Background: an optimization exercise with open tools, aiming at small area. Do not read the settings as production practice. The RTL was checked by simulation tests, not by an equivalence proof against the original design. No driver is modelled on the clock port, so clocking that relies on it looks cheaper here than on a real chip.

==> quartz: inputs <==
## rtlfa32_4
module rtlfa32_4(s, cout, a, b, cin, clk);
	input [31:0] a, b;
	input cin, clk;
	output cout;
	output [31:0] s;
	wire [31:0] bs;           
	wire [32:1] k;            
	wire [6:0] bc;            
	assign bs[0] = a[0] ^ b[0] ^ cin;
	assign k[1] = ~((~a[0] & ~b[0]) | (~cin & ~a[0]) | (~b[0] & ~cin));
	assign bs[1] = a[1] ^ b[1] ^ k[1];
	assign k[2] = ~((~a[1] & ~b[1]) | (~k[1] & ~a[1]) | (~b[1] & ~k[1]));
	assign bs[2] = a[2] ^ b[2] ^ k[2];
	assign k[3] = ~((~a[2] & ~b[2]) | (~k[2] & ~a[2]) | (~b[2] & ~k[2]));
	assign bs[3] = a[3] ^ b[3] ^ k[3];
	assign k[4] = ~((~a[3] & ~b[3]) | (~k[3] & ~a[3]) | (~b[3] & ~k[3]));
	assign bc[0] = k[4];
	assign bs[4] = a[4] ^ b[4];
	assign k[5] = a[4] & b[4];
	assign bs[5] = a[5] ^ b[5] ^ k[5];
	assign k[6] = ~((~a[5] & ~b[5]) | (~k[5] & ~a[5]) | (~b[5] & ~k[5]));
	assign bs[6] = a[6] ^ b[6] ^ k[6];
	assign k[7] = ~((~a[6] & ~b[6]) | (~k[6] & ~a[6]) | (~b[6] & ~k[6]));
	assign bs[7] = a[7] ^ b[7] ^ k[7];
	assign k[8] = ~((~a[7] & ~b[7]) | (~k[7] & ~a[7]) | (~b[7] & ~k[7]));
	assign bc[1] = k[8];
	assign bs[8] = a[8] ^ b[8];
	assign k[9] = a[8] & b[8];
	assign bs[9] = a[9] ^ b[9] ^ k[9];
	assign k[10] = ~((~a[9] & ~b[9]) | (~k[9] & ~a[9]) | (~b[9] & ~k[9]));
	assign bs[10] = a[10] ^ b[10] ^ k[10];
	assign k[11] = ~((~a[10] & ~b[10]) | (~k[10] & ~a[10]) | (~b[10] & ~k[10]));
	assign bs[11] = a[11] ^ b[11] ^ k[11];
	assign k[12] = ~((~a[11] & ~b[11]) | (~k[11] & ~a[11]) | (~b[11] & ~k[11]));
	assign bs[12] = a[12] ^ b[12] ^ k[12];
	assign k[13] = ~((~a[12] & ~b[12]) | (~k[12] & ~a[12]) | (~b[12] & ~k[12]));
	assign bc[2] = k[13];
	assign bs[13] = a[13] ^ b[13];
	assign k[14] = a[13] & b[13];
	assign bs[14] = a[14] ^ b[14] ^ k[14];
	assign k[15] = ~((~a[14] & ~b[14]) | (~k[14] & ~a[14]) | (~b[14] & ~k[14]));
	assign bs[15] = a[15] ^ b[15] ^ k[15];
	assign k[16] = ~((~a[15] & ~b[15]) | (~k[15] & ~a[15]) | (~b[15] & ~k[15]));
	assign bs[16] = a[16] ^ b[16] ^ k[16];
  ...
export LEC_CHECK = 0
export ABC_AREA = 1
export CAP_MARGIN = 20
export CORE_MARGIN = 2
export CORE_UTILIZATION = 40
export SLEW_MARGIN = 20
create_clock -name core_clock -period 2.0 [get_ports {clk}]
standard.sh (not shown) runs the stock make flow with config.mk's settings and CLKGATE_MAP_FILE= SYNTH_SCRIPT=/design/flow/synth_recipe.tcl, a recipe that flattens the netlist after the stock synthesis.
==> flow/flow/run.sh <==
#!/bin/bash
# Standard ORFS layout, except:
# - the port buffers are the smallest buffer (sky130_fd_sc_hd__buf_1);
# - clock tree synthesis clusters more flip-flops per leaf buffer and adds
#   no dummy loads;
# - the floorplan step does not size gates for timing (with ideal clocks);
#   timing is repaired after clock tree synthesis.
set -euo pipefail
bash standard.sh finish \
  REMOVE_ABC_BUFFERS=1 \
  "BUFFER_PORTS_ARGS=-buffer_cell sky130_fd_sc_hd__buf_1" \
  "CTS_ARGS=-sink_clustering_enable -repair_clock_nets -buf_list sky130_fd_sc_hd__clkbuf_8 -sink_clustering_size 20 -sink_clustering_max_diameter 60 -dont_use_dummy_load" \
  > standard.log 2>&1
==> inputs of pepper, as changes to quartz <==
--- a/flow/flow/run.sh
+++ b/flow/flow/run.sh
@@ -9,5 +9,5 @@
 bash standard.sh finish \
   REMOVE_ABC_BUFFERS=1 \
   "BUFFER_PORTS_ARGS=-buffer_cell sky130_fd_sc_hd__buf_1" \
-  "CTS_ARGS=-sink_clustering_enable -repair_clock_nets -buf_list sky130_fd_sc_hd__clkbuf_8 -sink_clustering_size 20 -sink_clustering_max_diameter 60 -dont_use_dummy_load" \
+  "CTS_ARGS=-sink_clustering_enable -repair_clock_nets -buf_list sky130_fd_sc_hd__clkbuf_8 -sink_clustering_size 22 -sink_clustering_max_diameter 50 -dont_use_dummy_load" \
   > standard.log 2>&1
--- a/flow/config.mk
+++ b/flow/config.mk
@@ -5,8 +5,8 @@
 export SDC_FILE = /design/flow/constraint.sdc
 export NUM_CORES = 4
 export LEC_CHECK = 0
-export ABC_AREA = 1
+export ABC_AREA = 0
 export CAP_MARGIN = 20
 export CORE_MARGIN = 2
-export CORE_UTILIZATION = 40
+export CORE_UTILIZATION = 60
 export SLEW_MARGIN = 20
==> inputs of fjord, as changes to quartz <==
--- a/flow/flow/run.sh
+++ b/flow/flow/run.sh
@@ -9,5 +9,5 @@
 bash standard.sh finish \
   REMOVE_ABC_BUFFERS=1 \
   "BUFFER_PORTS_ARGS=-buffer_cell sky130_fd_sc_hd__buf_1" \
-  "CTS_ARGS=-sink_clustering_enable -repair_clock_nets -buf_list sky130_fd_sc_hd__clkbuf_8 -sink_clustering_size 20 -sink_clustering_max_diameter 60 -dont_use_dummy_load" \
+  "CTS_ARGS=-sink_clustering_enable -repair_clock_nets -buf_list sky130_fd_sc_hd__clkbuf_8 -sink_clustering_size 24 -sink_clustering_max_diameter 40 -dont_use_dummy_load" \
   > standard.log 2>&1
--- a/flow/config.mk
+++ b/flow/config.mk
@@ -8,5 +8,5 @@
 export ABC_AREA = 1
 export CAP_MARGIN = 20
 export CORE_MARGIN = 2
-export CORE_UTILIZATION = 40
+export CORE_UTILIZATION = 60
 export SLEW_MARGIN = 20
==> comparison table <==
	fjord	pepper	quartz
Initial Utilization	0.624	0.623	0.409
Combined global-route utilization of all metal layers	0.117	0.128	0.0841
Switching Fraction	0.206	0.209	0.207
Area fraction of the dominant cell type after synthesis	0.832	0.833	0.832
Multi-input gate share of total cell area	0.155	0.168	0.145
Post-synthesis simple-gate area fraction	0.0212	0.0129	0.0212
Area added between synthesis and finish	14.2%	16.0%	13.8%
Fraction of the yosys area taken by sequential cells	0.832	0.833	0.832
DRT iter0 DRCs	86	87	83
Met3 global-route usage	0.0356	0.0313	0.0235
End point of the critical path	ps[12]$_DFF_P_	r1[27]$_DFF_P_	ps[22]$_DFF_P_
Total Routed Length	6620 um	7460 um	6970 um
Number of clock buffers in the layout	21	16	17
Result of the run	no timing/DRC/antenna violations	finished with violations	no timing/DRC/antenna violations
Layout check failures	-	setup timing	-
DP Cell Count	597	598	677
Final critical delay including setup and external delays	1.92 ns	2.04 ns	1.94 ns
First-pass GRT wire length	11000 um	11700 um	12000 um
Seq area share	0.729	0.719	0.732
RD Place Congestion	0.690	0.763	0.729
Worst slew pin tran	0.217 ns	0.301 ns	0.164 ns
Post-route cell area	0.00742 mm^2	0.00753 mm^2	0.00739 mm^2

---

==> inputs of v34 <==
==> flow/design.v <==
module rtlfa32_4(s, cout, a, b, cin, clk);
	input [31:0] a, b;
	input cin, clk;
	output cout;
	output [31:0] s;
	wire [31:0] bs;           
	wire [32:1] k;            
	wire [6:0] bc;            
	assign bs[0] = a[0] ^ b[0] ^ cin;
	assign k[1] = ~((~a[0] & ~b[0]) | (~cin & ~a[0]) | (~b[0] & ~cin));
	assign bs[1] = a[1] ^ b[1] ^ k[1];
	assign k[2] = ~((~a[1] & ~b[1]) | (~k[1] & ~a[1]) | (~b[1] & ~k[1]));
	assign bs[2] = a[2] ^ b[2] ^ k[2];
	assign k[3] = ~((~a[2] & ~b[2]) | (~k[2] & ~a[2]) | (~b[2] & ~k[2]));
	assign bs[3] = a[3] ^ b[3] ^ k[3];
	assign k[4] = ~((~a[3] & ~b[3]) | (~k[3] & ~a[3]) | (~b[3] & ~k[3]));
	assign bc[0] = k[4];
	assign bs[4] = a[4] ^ b[4];
	assign k[5] = a[4] & b[4];
	assign bs[5] = a[5] ^ b[5] ^ k[5];
	assign k[6] = ~((~a[5] & ~b[5]) | (~k[5] & ~a[5]) | (~b[5] & ~k[5]));
	assign bs[6] = a[6] ^ b[6] ^ k[6];
	assign k[7] = ~((~a[6] & ~b[6]) | (~k[6] & ~a[6]) | (~b[6] & ~k[6]));
	assign bs[7] = a[7] ^ b[7] ^ k[7];
	assign k[8] = ~((~a[7] & ~b[7]) | (~k[7] & ~a[7]) | (~b[7] & ~k[7]));
	assign bc[1] = k[8];
	assign bs[8] = a[8] ^ b[8];
	assign k[9] = a[8] & b[8];
	assign bs[9] = a[9] ^ b[9] ^ k[9];
	assign k[10] = ~((~a[9] & ~b[9]) | (~k[9] & ~a[9]) | (~b[9] & ~k[9]));
	assign bs[10] = a[10] ^ b[10] ^ k[10];
	assign k[11] = ~((~a[10] & ~b[10]) | (~k[10] & ~a[10]) | (~b[10] & ~k[10]));
	assign bs[11] = a[11] ^ b[11] ^ k[11];
	assign k[12] = ~((~a[11] & ~b[11]) | (~k[11] & ~a[11]) | (~b[11] & ~k[11]));
	assign bs[12] = a[12] ^ b[12] ^ k[12];
	assign k[13] = ~((~a[12] & ~b[12]) | (~k[12] & ~a[12]) | (~b[12] & ~k[12]));
	assign bc[2] = k[13];
	assign bs[13] = a[13] ^ b[13];
	assign k[14] = a[13] & b[13];
	assign bs[14] = a[14] ^ b[14] ^ k[14];
	assign k[15] = ~((~a[14] & ~b[14]) | (~k[14] & ~a[14]) | (~b[14] & ~k[14]));
	assign bs[15] = a[15] ^ b[15] ^ k[15];
	assign k[16] = ~((~a[15] & ~b[15]) | (~k[15] & ~a[15]) | (~b[15] & ~k[15]));
	assign bs[16] = a[16] ^ b[16] ^ k[16];
	assign k[17] = ~((~a[16] & ~b[16]) | (~k[16] & ~a[16]) | (~b[16] & ~k[16]));
	assign bs[17] = a[17] ^ b[17] ^ k[17];
	assign k[18] = ~((~a[17] & ~b[17]) | (~k[17] & ~a[17]) | (~b[17] & ~k[17]));
	assign bc[3] = k[18];
	assign bs[18] = a[18] ^ b[18];
	assign k[19] = a[18] & b[18];
	assign bs[19] = a[19] ^ b[19] ^ k[19];
	assign k[20] = ~((~a[19] & ~b[19]) | (~k[19] & ~a[19]) | (~b[19] & ~k[19]));
	assign bs[20] = a[20] ^ b[20] ^ k[20];
	assign k[21] = ~((~a[20] & ~b[20]) | (~k[20] & ~a[20]) | (~b[20] & ~k[20]));
	assign bs[21] = a[21] ^ b[21] ^ k[21];
	assign k[22] = ~((~a[21] & ~b[21]) | (~k[21] & ~a[21]) | (~b[21] & ~k[21]));
	assign bs[22] = a[22] ^ b[22] ^ k[22];
	assign k[23] = ~((~a[22] & ~b[22]) | (~k[22] & ~a[22]) | (~b[22] & ~k[22]));
	assign bc[4] = k[23];
	assign bs[23] = a[23] ^ b[23];
	assign k[24] = a[23] & b[23];
	assign bs[24] = a[24] ^ b[24] ^ k[24];
	assign k[25] = ~((~a[24] & ~b[24]) | (~k[24] & ~a[24]) | (~b[24] & ~k[24]));
	assign bs[25] = a[25] ^ b[25] ^ k[25];
	assign k[26] = ~((~a[25] & ~b[25]) | (~k[25] & ~a[25]) | (~b[25] & ~k[25]));
	assign bs[26] = a[26] ^ b[26] ^ k[26];
	assign k[27] = ~((~a[26] & ~b[26]) | (~k[26] & ~a[26]) | (~b[26] & ~k[26]));
	assign bs[27] = a[27] ^ b[27] ^ k[27];
	assign k[28] = ~((~a[27] & ~b[27]) | (~k[27] & ~a[27]) | (~b[27] & ~k[27]));
	assign bc[5] = k[28];
	assign bs[28] = a[28] ^ b[28];
	assign k[29] = a[28] & b[28];
	assign bs[29] = a[29] ^ b[29] ^ k[29];
	assign k[30] = ~((~a[29] & ~b[29]) | (~k[29] & ~a[29]) | (~b[29] & ~k[29]));
	assign bs[30] = a[30] ^ b[30] ^ k[30];
	assign k[31] = ~((~a[30] & ~b[30]) | (~k[30] & ~a[30]) | (~b[30] & ~k[30]));
	assign bs[31] = a[31] ^ b[31] ^ k[31];
	assign k[32] = ~((~a[31] & ~b[31]) | (~k[31] & ~a[31]) | (~b[31] & ~k[31]));
	assign bc[6] = k[32];
	reg [31:0] ps;
	reg [6:0] pc;
	always @(posedge clk) begin
		ps <= bs;
		pc <= bc;
	end
	wire [7:1] ci;
	wire [31:4] t;            
	wire [31:0] rs;
	assign ci[1] = pc[0];
	assign ci[2] = pc[1] | (&ps[7:4] & ci[1]);
	assign ci[3] = pc[2] | (&ps[12:8] & ci[2]);
	assign ci[4] = pc[3] | (&ps[17:13] & ci[3]);
	assign ci[5] = pc[4] | (&ps[22:18] & ci[4]);
	assign ci[6] = pc[5] | (&ps[27:23] & ci[5]);
	assign ci[7] = pc[6] | (&ps[31:28] & ci[6]);
	assign rs[3:0] = ps[3:0];
	assign t[4] = ci[1];
	assign rs[4] = ps[4] ^ t[4];
	assign t[5] = ps[4] & t[4];
	assign rs[5] = ps[5] ^ t[5];
	assign t[6] = ps[5] & t[5];
	assign rs[6] = ps[6] ^ t[6];
	assign t[7] = ps[6] & t[6];
	assign rs[7] = ps[7] ^ t[7];
	assign t[8] = ci[2];
	assign rs[8] = ps[8] ^ t[8];
	assign t[9] = ps[8] & t[8];
	assign rs[9] = ps[9] ^ t[9];
	assign t[10] = ps[9] & t[9];
	assign rs[10] = ps[10] ^ t[10];
	assign t[11] = ps[10] & t[10];
	assign rs[11] = ps[11] ^ t[11];
	assign t[12] = ps[11] & t[11];
	assign rs[12] = ps[12] ^ t[12];
	assign t[13] = ci[3];
	assign rs[13] = ps[13] ^ t[13];
	assign t[14] = ps[13] & t[13];
	assign rs[14] = ps[14] ^ t[14];
	assign t[15] = ps[14] & t[14];
	assign rs[15] = ps[15] ^ t[15];
	assign t[16] = ps[15] & t[15];
	assign rs[16] = ps[16] ^ t[16];
	assign t[17] = ps[16] & t[16];
	assign rs[17] = ps[17] ^ t[17];
	assign t[18] = ci[4];
	assign rs[18] = ps[18] ^ t[18];
	assign t[19] = ps[18] & t[18];
	assign rs[19] = ps[19] ^ t[19];
	assign t[20] = ps[19] & t[19];
	assign rs[20] = ps[20] ^ t[20];
	assign t[21] = ps[20] & t[20];
	assign rs[21] = ps[21] ^ t[21];
	assign t[22] = ps[21] & t[21];
	assign rs[22] = ps[22] ^ t[22];
	assign t[23] = ci[5];
	assign rs[23] = ps[23] ^ t[23];
	assign t[24] = ps[23] & t[23];
	assign rs[24] = ps[24] ^ t[24];
	assign t[25] = ps[24] & t[24];
	assign rs[25] = ps[25] ^ t[25];
	assign t[26] = ps[25] & t[25];
	assign rs[26] = ps[26] ^ t[26];
	assign t[27] = ps[26] & t[26];
	assign rs[27] = ps[27] ^ t[27];
	assign t[28] = ci[6];
	assign rs[28] = ps[28] ^ t[28];
	assign t[29] = ps[28] & t[28];
	assign rs[29] = ps[29] ^ t[29];
	assign t[30] = ps[29] & t[29];
	assign rs[30] = ps[30] ^ t[30];
	assign t[31] = ps[30] & t[30];
	assign rs[31] = ps[31] ^ t[31];
	reg [32:0] r1, r2, r3, r4, r5, r6, r7;
	always @(posedge clk) begin
		r1 <= {ci[7], rs};
		r2 <= r1;
		r3 <= r2;
		r4 <= r3;
		r5 <= r4;
		r6 <= r5;
		r7 <= r6;
	end
	assign {cout, s} = r7;
endmodule
==> flow/flow/run.sh <==
#!/bin/bash
# Standard ORFS layout, except:
# - the port buffers are the smallest buffer (sky130_fd_sc_hd__buf_1);
# - clock tree synthesis clusters more flip-flops per leaf buffer and adds
#   no dummy loads;
# - the floorplan step does not size gates for timing (with ideal clocks);
#   timing is repaired after clock tree synthesis.
set -euo pipefail
bash standard.sh finish \
  REMOVE_ABC_BUFFERS=1 \
  "BUFFER_PORTS_ARGS=-buffer_cell sky130_fd_sc_hd__buf_1" \
  "CTS_ARGS=-sink_clustering_enable -repair_clock_nets -buf_list sky130_fd_sc_hd__clkbuf_8 -sink_clustering_size 24 -sink_clustering_max_diameter 50 -dont_use_dummy_load" \
  > standard.log 2>&1
==> flow/standard.sh <==
#!/bin/bash
# synth_recipe.tcl (not shown) runs the flow's synth.tcl, then flattens the netlist and writes it again
# the make line also repeats each setting of config.mk as NAME=value (left out here)
make -C /OpenROAD-flow-scripts/flow DESIGN_CONFIG=/design/flow/config.mk WORK_HOME=/design/flow/orfs CLKGATE_MAP_FILE= SYNTH_SCRIPT=/design/flow/synth_recipe.tcl "${@:-finish}"
==> flow/config.mk <==
export PLATFORM = sky130hd
export DESIGN_NAME = rtlfa32_4
export DESIGN_NICKNAME = rtlfa32_4
export VERILOG_FILES = /design/flow/design.v
export SDC_FILE = /design/flow/constraint.sdc
export NUM_CORES = 4
export LEC_CHECK = 0
export ABC_AREA = 1
export CAP_MARGIN = 20
export CORE_MARGIN = 2
export CORE_UTILIZATION = 40
export PLACE_DENSITY = 0.8
export SLEW_MARGIN = 20
==> flow/constraint.sdc <==
create_clock -name core_clock -period 2.0 [get_ports {clk}]
set_input_delay 0.4000 -clock core_clock [delete_from_list [all_inputs] [get_ports {clk}]]
set_output_delay 0.4000 -clock core_clock [all_outputs]
set_load 0.01 [all_outputs]
==> v14 (differences from v34) <==
--- a/flow/flow/run.sh
+++ b/flow/flow/run.sh
@@ -11,3 +11,3 @@
   "BUFFER_PORTS_ARGS=-buffer_cell sky130_fd_sc_hd__buf_1" \
-  "CTS_ARGS=-sink_clustering_enable -repair_clock_nets -buf_list sky130_fd_sc_hd__clkbuf_8 -sink_clustering_size 24 -sink_clustering_max_diameter 50 -dont_use_dummy_load" \
+  "CTS_ARGS=-sink_clustering_enable -repair_clock_nets -buf_list sky130_fd_sc_hd__clkbuf_8 -sink_clustering_size 20 -sink_clustering_max_diameter 60 -dont_use_dummy_load" \
   > standard.log 2>&1
Settings changed: ABC_AREA 1 to 0, PLACE_DENSITY 0.8 to default.
==> metrics.yaml <==
status: "finished clean"
timing.setup.tns_ns: 0
worst_path_max_delay_cell: "fa_1"
dr.first_iter.drc_count: 106
clk_latency_ns: 0.51
crit_arrival_ns: 2.30
start_util_pct: 40.9
fin_cells: 697
netlist.area_leader.share_pct: 83.2
cp.depth: 6
# the run above: v34

==> metrics.yaml <==
finalWorstSetupSlack_ns: -0.0746
fin_cells: 700
nFillCells: 1437
worst_path_max_delay_cell: "dfxtp_2"
postCtsSetupBuffers: 1
crit_arrival_ns: 2.45
dr.first_iter.drc_count: 96
timing.setup.tns_ns: -0.105
netlist.area_leader.share_pct: 83.3
so_faults: "negative setup slack"
cp.depth: 9
clk_latency_ns: 0.50
setup_violations: 2
status: "finished with violations"
# the run above: v14

re-timing with driven ports:
How much do the figures lean on ideal ports? The routed layouts below were timed once more, with nothing changed but the port constraints.
Step 1 (the two cells are an assumption about what drives the block):
set clk [get_ports {clk}]
set_driving_cell -lib_cell sky130_fd_sc_hd__clkbuf_16 $clk
set_driving_cell -lib_cell sky130_fd_sc_hd__buf_2 [delete_from_list [all_inputs] $clk]
Step 2 adds t to the input delays and takes it off the output delays; t is the mean of the earliest and latest rising clock arrival at the registers after step 1. Input paths then give back, and output paths get back, about the clock's delay inside the block.
Three values: ideal, step 1, step 2; two values: the first two.
| run | t (ns) | setup slack, ns | clock arrival spread, ns | worst register clock-pin slew, ns |
|---|---|---|---|---|
| quartz | 0.506 | 0.064 / 0.074 / -0.432 | 0.035 / 0.035 | 0.11 / 0.11 |
| pepper | 0.500 | -0.044 / -0.044 / -0.464 | 0.022 / 0.021 | 0.12 / 0.12 |
| fjord | 0.514 | 0.082 / 0.089 / -0.422 | 0.063 / 0.063 | 0.11 / 0.11 |
| v34 | 0.512 | 0.044 / 0.052 / -0.460 | 0.055 / 0.055 | 0.12 / 0.12 |
| v14 | 0.514 | -0.075 / -0.075 / -0.416 | 0.054 / 0.053 | 0.11 / 0.11 |
With both steps, setup timing fails in quartz, fjord and v34, where it was met with ideal ports.
